Source: an optimization exercise on an open RTL-to-GDS flow (aim: small area and few clock cycles per item). Production flows keep margins and buffers that such runs may drop. In this exercise RTL edits were held to simulation tests only and were not proved equivalent to the original. Power is estimated from default activity; no workload was simulated. The flow treats the clock pin as an ideal source, which a real chip does not have.

== job 1929 ==
Design link_node, start of the top module:
module link_node (
    input  wire        clk,
    input  wire        rst,
    input  wire [15:0] tx_data_in,
    input  wire        tx_wr_en,
    output wire        tx_fifo_full,
    output wire [15:0] tx_parallel_data_out,
    output wire        tx_parallel_valid_out,
    input  wire        tx_parallel_ready_in,
    output wire [15:0] rx_data_out,
    input  wire        rx_rd_en,
    output wire        rx_fifo_empty,
    input  wire [15:0] rx_parallel_data_in,
    input  wire        rx_parallel_valid_in,
    output wire        rx_parallel_ready_out
);
Size: roughly 1100 cells after synthesis, roughly 570 flip-flops, ~74 I/O pins, roughly 21000 um^2 of cells after synthesis.
export LEC_CHECK = 0
export CAP_MARGIN = 20
export CORE_MARGIN = 2
export CORE_UTILIZATION = 80
export PLACE_DENSITY = 0.88
export SLEW_MARGIN = 20
create_clock -name core_clock -period 10.0 [get_ports {clk}]
standard.sh (not shown) runs the stock make flow with config.mk's settings and CLKGATE_MAP_FILE= SYNTH_SCRIPT=/design/flow/synth_recipe.tcl, a recipe that flattens the netlist after the stock synthesis.
==> flow/flow/run.sh <==
#!/bin/bash
# Own layout flow: the standard ORFS flow (standard.sh, standard synthesis
# unchanged) with two changes made through ORFS's own variables:
#  - BUFFER_PORTS_ARGS: each input and output port still gets its own buffer,
#    as in the standard flow, but a sky130_fd_sc_hd__buf_1;
#  - CTS_ARGS: clock tree synthesis as ORFS runs it, but without dummy loads
#    and with larger sink clusters driven by clkbuf_8/clkbuf_16.
# make's full output goes to flow_make.log in the work folder; ORFS's per-step
# logs are under orfs/logs.
set -euo pipefail
cd "$(dirname "$0")/.."
export BUFFER_PORTS_ARGS="-buffer_cell sky130_fd_sc_hd__buf_1"
export CTS_ARGS="-sink_clustering_enable -repair_clock_nets -dont_use_dummy_load -buf_list {sky130_fd_sc_hd__clkbuf_8 sky130_fd_sc_hd__clkbuf_16} -sink_clustering_size 30 -sink_clustering_max_diameter 120"
bash standard.sh finish > flow_make.log 2>&1
Testbench counts of job 1929, summed over its fixed seeds: cycles 4,080, items 1,024.
Setup changes, job 1929 to job 443
-- flow/config.mk --
<<< job 1929, line 9
export CORE_MARGIN = 2
export CORE_UTILIZATION = 80
export PLACE_DENSITY = 0.88
export SLEW_MARGIN = 20
>>> job 443, line 9
export CORE_MARGIN = 2
export CORE_UTILIZATION = 65
export PLACE_DENSITY = 0.75
export SLEW_MARGIN = 20
==> notes.md <==
- Net load switching power in job 443 vs job 1929: down about 0.43%
- Die area (lower): job 1929
- Against job 1929 as the reference, job 443 delivers a higher growth of design area from synthesis to finish.
- Run comparison: job 1929 endpoint of the worst setup timing path rx_data_out[11]; job 443 endpoint of the worst setup timing path tx_parallel_data_out[8]
- Relative contribution of the clock network to total power: job 443 higher than job 1929
- The cell area number comes out higher for job 443 vs job 1929.
- For critical path depth, job 1929 and job 443 come out practically identical.
- Compared to job 1929, the routing of job 443 uses less wire.
- Between job 1929 and job 443, the power figures differ only marginally.
- Measured against each other, job 1929 and job 443 differ in worst setup slack, the lower figure coming from job 1929.

The RTL this note starts from:
==> flow/design.v <==
module FIFO (
    input         clk,
    input         we,
    input  [3:0]  waddr,
    input  [15:0] wdata,
    input  [3:0]  raddr,
    output [15:0] rdata
);
    reg [15:0] mem [15:0];
    always @(posedge clk) begin
        if (we)
            mem[waddr] <= wdata;
    end
    assign rdata = mem[raddr];
endmodule
module cdc_sync (
    input   clk_dest,  
    input   rst_dest,  
    input   signal_in, 
    output  signal_out 
);
    reg s1_sync_reg ;
    reg s2_sync_reg ;
    always @(posedge clk_dest or posedge rst_dest) begin
        if (rst_dest) begin
            s1_sync_reg <= 1'b0;
            s2_sync_reg <= 1'b0;
        end
        else begin
            s1_sync_reg <= signal_in;
            s2_sync_reg <= s1_sync_reg;
        end
    end
    assign signal_out = s2_sync_reg;
endmodule
`timescale 1ns / 1ps
module transmitter (
    input          clk_tx,
    input          rst_tx,
    input   [15:0] data_in,
    input          wr_en,
    output         fifo_full,
    output  [15:0] parallel_data_out,
    output         parallel_valid_out,
    input          parallel_ready_in
);
    reg  [4:0] wr_ptr;
    reg  [4:0] rd_ptr;
    reg        not_empty;      
    reg        ready_seen;     
    wire ready_sync;
    cdc_sync sync_ready (
        .clk_dest   (clk_tx),
        .rst_dest   (rst_tx),
        .signal_in  (parallel_ready_in),
        .signal_out (ready_sync)
    );
    wire sent  = ready_sync && !ready_seen && not_empty;
    wire held16 = (wr_ptr == {~rd_ptr[4], rd_ptr[3:0]});
    assign fifo_full          = held16 && !sent;
    assign parallel_valid_out = not_empty && !ready_sync;
    wire write = wr_en && !fifo_full;
    wire [4:0] wr_next = wr_ptr + {4'd0, write};
    wire [4:0] rd_next = rd_ptr + {4'd0, sent};
    FIFO fifo (
        .clk   (clk_tx),
        .we    (write),
        .waddr (wr_ptr[3:0]),
        .wdata (data_in),
        .raddr (rd_ptr[3:0]),
        .rdata (parallel_data_out)
    );
    always @(posedge clk_tx or posedge rst_tx) begin
        if (rst_tx) begin
            wr_ptr     <= 5'd0;
            rd_ptr     <= 5'd0;
            not_empty  <= 1'b0;
            ready_seen <= 1'b0;
        end else begin
            wr_ptr     <= wr_next;
            rd_ptr     <= rd_next;
            not_empty  <= (wr_next != rd_next);
            ready_seen <= ready_sync;
        end
    end
endmodule
`timescale 1ns / 1ps
module Receiver (
    input  wire        clk_rx,
    input  wire        rst_rx,
    output wire [15:0] data_out,
    input  wire        rd_en,
    output wire        fifo_empty,
    input  wire [15:0] parallel_data_in,
    input  wire        parallel_valid_in,
    output wire        parallel_ready_out
);
    reg  [4:0] wr_ptr;      
    reg  [4:0] rd_ptr;      
    reg        taking;      
    reg        armed;       
    wire valid_sync;
    cdc_sync sync_valid (
        .clk_dest   (clk_rx),
        .rst_dest   (rst_rx),
        .signal_in  (parallel_valid_in),
        .signal_out (valid_sync)
    );
    wire [4:0] rd_head = rd_ptr + 5'd1;
    wire       full    = (wr_ptr == {~rd_head[4], rd_head[3:0]});
    assign fifo_empty  = (wr_ptr == rd_head);
    assign parallel_ready_out = valid_sync && armed;
    wire load  = !taking && !full && !parallel_ready_out;
    wire take  = !taking && parallel_ready_out;
    wire read  = rd_en && !fifo_empty;
    wire taking_next = taking ? valid_sync : take;
    FIFO fifo (
        .clk   (clk_rx),
        .we    (load),
        .waddr (wr_ptr[3:0]),
        .wdata (parallel_data_in),
        .raddr (rd_ptr[3:0]),
        .rdata (data_out)
    );
    always @(posedge clk_rx or posedge rst_rx) begin
        if (rst_rx) begin
            wr_ptr <= 5'd0;
            rd_ptr <= 5'h1f;
            taking <= 1'b0;
            armed  <= 1'b0;
        end else begin
            wr_ptr <= wr_ptr + {4'd0, take};
            rd_ptr <= rd_ptr + {4'd0, read};
            taking <= taking_next;
            armed  <= taking_next || load;
        end
    end
endmodule
`timescale 1ns / 1ps
module link_node (
    input  wire        clk,
    input  wire        rst,
    input  wire [15:0] tx_data_in,
    input  wire        tx_wr_en,
    output wire        tx_fifo_full,
    output wire [15:0] tx_parallel_data_out,
    output wire        tx_parallel_valid_out,
    input  wire        tx_parallel_ready_in,
    output wire [15:0] rx_data_out,
    input  wire        rx_rd_en,
    output wire        rx_fifo_empty,
    input  wire [15:0] rx_parallel_data_in,
    input  wire        rx_parallel_valid_in,
    output wire        rx_parallel_ready_out
);
    transmitter u_tx (
        .clk_tx             (clk),
        .rst_tx             (rst),
        .data_in            (tx_data_in),
        .wr_en              (tx_wr_en),
        .fifo_full          (tx_fifo_full),
        .parallel_data_out  (tx_parallel_data_out),
        .parallel_valid_out (tx_parallel_valid_out),
        .parallel_ready_in  (tx_parallel_ready_in)
    );
    Receiver u_rx (
        .clk_rx             (clk),
        .rst_rx             (rst),
        .data_out           (rx_data_out),
        .rd_en              (rx_rd_en),
        .fifo_empty         (rx_fifo_empty),
        .parallel_data_in   (rx_parallel_data_in),
        .parallel_valid_in  (rx_parallel_valid_in),
        .parallel_ready_out (rx_parallel_ready_out)
    );
endmodule
Settings: LEC_CHECK=0, CAP_MARGIN=20, CORE_MARGIN=2, CORE_UTILIZATION=40, PLACE_DENSITY=0.6, SLEW_MARGIN=20; clock period 10.0 ns.
==> flow/flow/run.sh <==
#!/bin/bash
# Own layout flow: the standard ORFS flow (standard.sh) with two changes:
#  - port buffers are sky130_fd_sc_hd__buf_1 (every input and output port still
#    gets its own buffer, as in the standard flow);
#  - clock tree synthesis without dummy loads, from small clock buffers.
# Everything else (synthesis, floorplan, power grid, placement, routing) is the
# standard flow. make's full output goes to flow_make.log here; ORFS's per-step
# logs stay under orfs/logs.
set -euo pipefail
cd "$(dirname "$0")/.."
export BUFFER_PORTS_ARGS="-buffer_cell sky130_fd_sc_hd__buf_1"
export CTS_ARGS="-sink_clustering_enable -repair_clock_nets -dont_use_dummy_load -buf_list {sky130_fd_sc_hd__clkbuf_4 sky130_fd_sc_hd__clkbuf_8}"
bash standard.sh finish > flow_make.log 2>&1
Testbench counts at the start, summed over its fixed seeds: cycles 4,080, items 1,024.
Next try:
==> flow/run.sh (new file) <==
#!/bin/bash
# synth_recipe.tcl (not shown) runs the flow's synth.tcl, then flattens the netlist and writes it again
# the make line also repeats each setting of config.mk as NAME=value (left out here)
make -C /OpenROAD-flow-scripts/flow DESIGN_CONFIG=/design/flow/config.mk WORK_HOME=/design/flow/orfs CLKGATE_MAP_FILE= SYNTH_SCRIPT=/design/flow/synth_recipe.tcl finish
Settings changed: ABC_AREA set to 1, CORE_UTILIZATION 40 to 55, CTS_BUF_LIST set to sky130_fd_sc_hd__clkbuf_4 sky130_fd_sc_hd__clkbuf_8, PLACE_DENSITY 0.6 to 0.65.
removed: flow/flow/run.sh
removed: flow/standard.sh
After rerunning: Maximum frequency falls by 11%; utilization rises by 18 points; sequential share of layout area is lower by 2.5 points; cell area came out higher by 3.9%; sequential cell count stays the same; combinational power climbs by 30%.
Next try:
Settings changed: ABC_AREA 1 to unset, CORE_UTILIZATION 55 to 40, CTS_BUF_LIST sky130_fd_sc_hd__clkbuf_4 sky130_fd_sc_hd__clkbuf_8 to unset, PLACE_DENSITY 0.65 to 0.6.
Outcome:
- maximum frequency rises by a few percent
- count of clock-buffer cells in the layout drops by 59
- synthesized cell count decreases by well over a third
- critical path depth goes down by 2

## port drivers added, routing unchanged
The results above use ideal ports. As a check the final layouts listed here were re-extracted and re-timed, cells and wires unchanged. Step 1, drivers: a clkbuf_16 drives clk and a buf_2 each remaining input, both assumed. Step 2 times the ports against the registers' clock, not the clock port: input delays grow and output delays shrink by t, the midpoint of the rising clock arrivals with the driver on. a / b / c = ideal ports / drivers / drivers and shift; a / b = the first two.
run | t (ns) | setup slack, ns | latest minus earliest clock arrival (ns)
job 1929 | 0.593 | 5.492 / 5.442 / 5.732 | 0.026 / 0.025
job 443 | 0.598 | 5.536 / 5.487 / 5.761 | 0.028 / 0.028
the first run of note 2 | 0.679 | 4.381 / 4.334 / 5.013 | 0.077 / 0.078
the second run of note 2 | 0.666 | 3.675 / 3.630 / 4.296 | 0.032 / 0.032
the third run of note 2 | 0.653 | 3.992 / 3.938 / 4.590 | 0.029 / 0.029
After both steps every run listed still meets setup and hold.
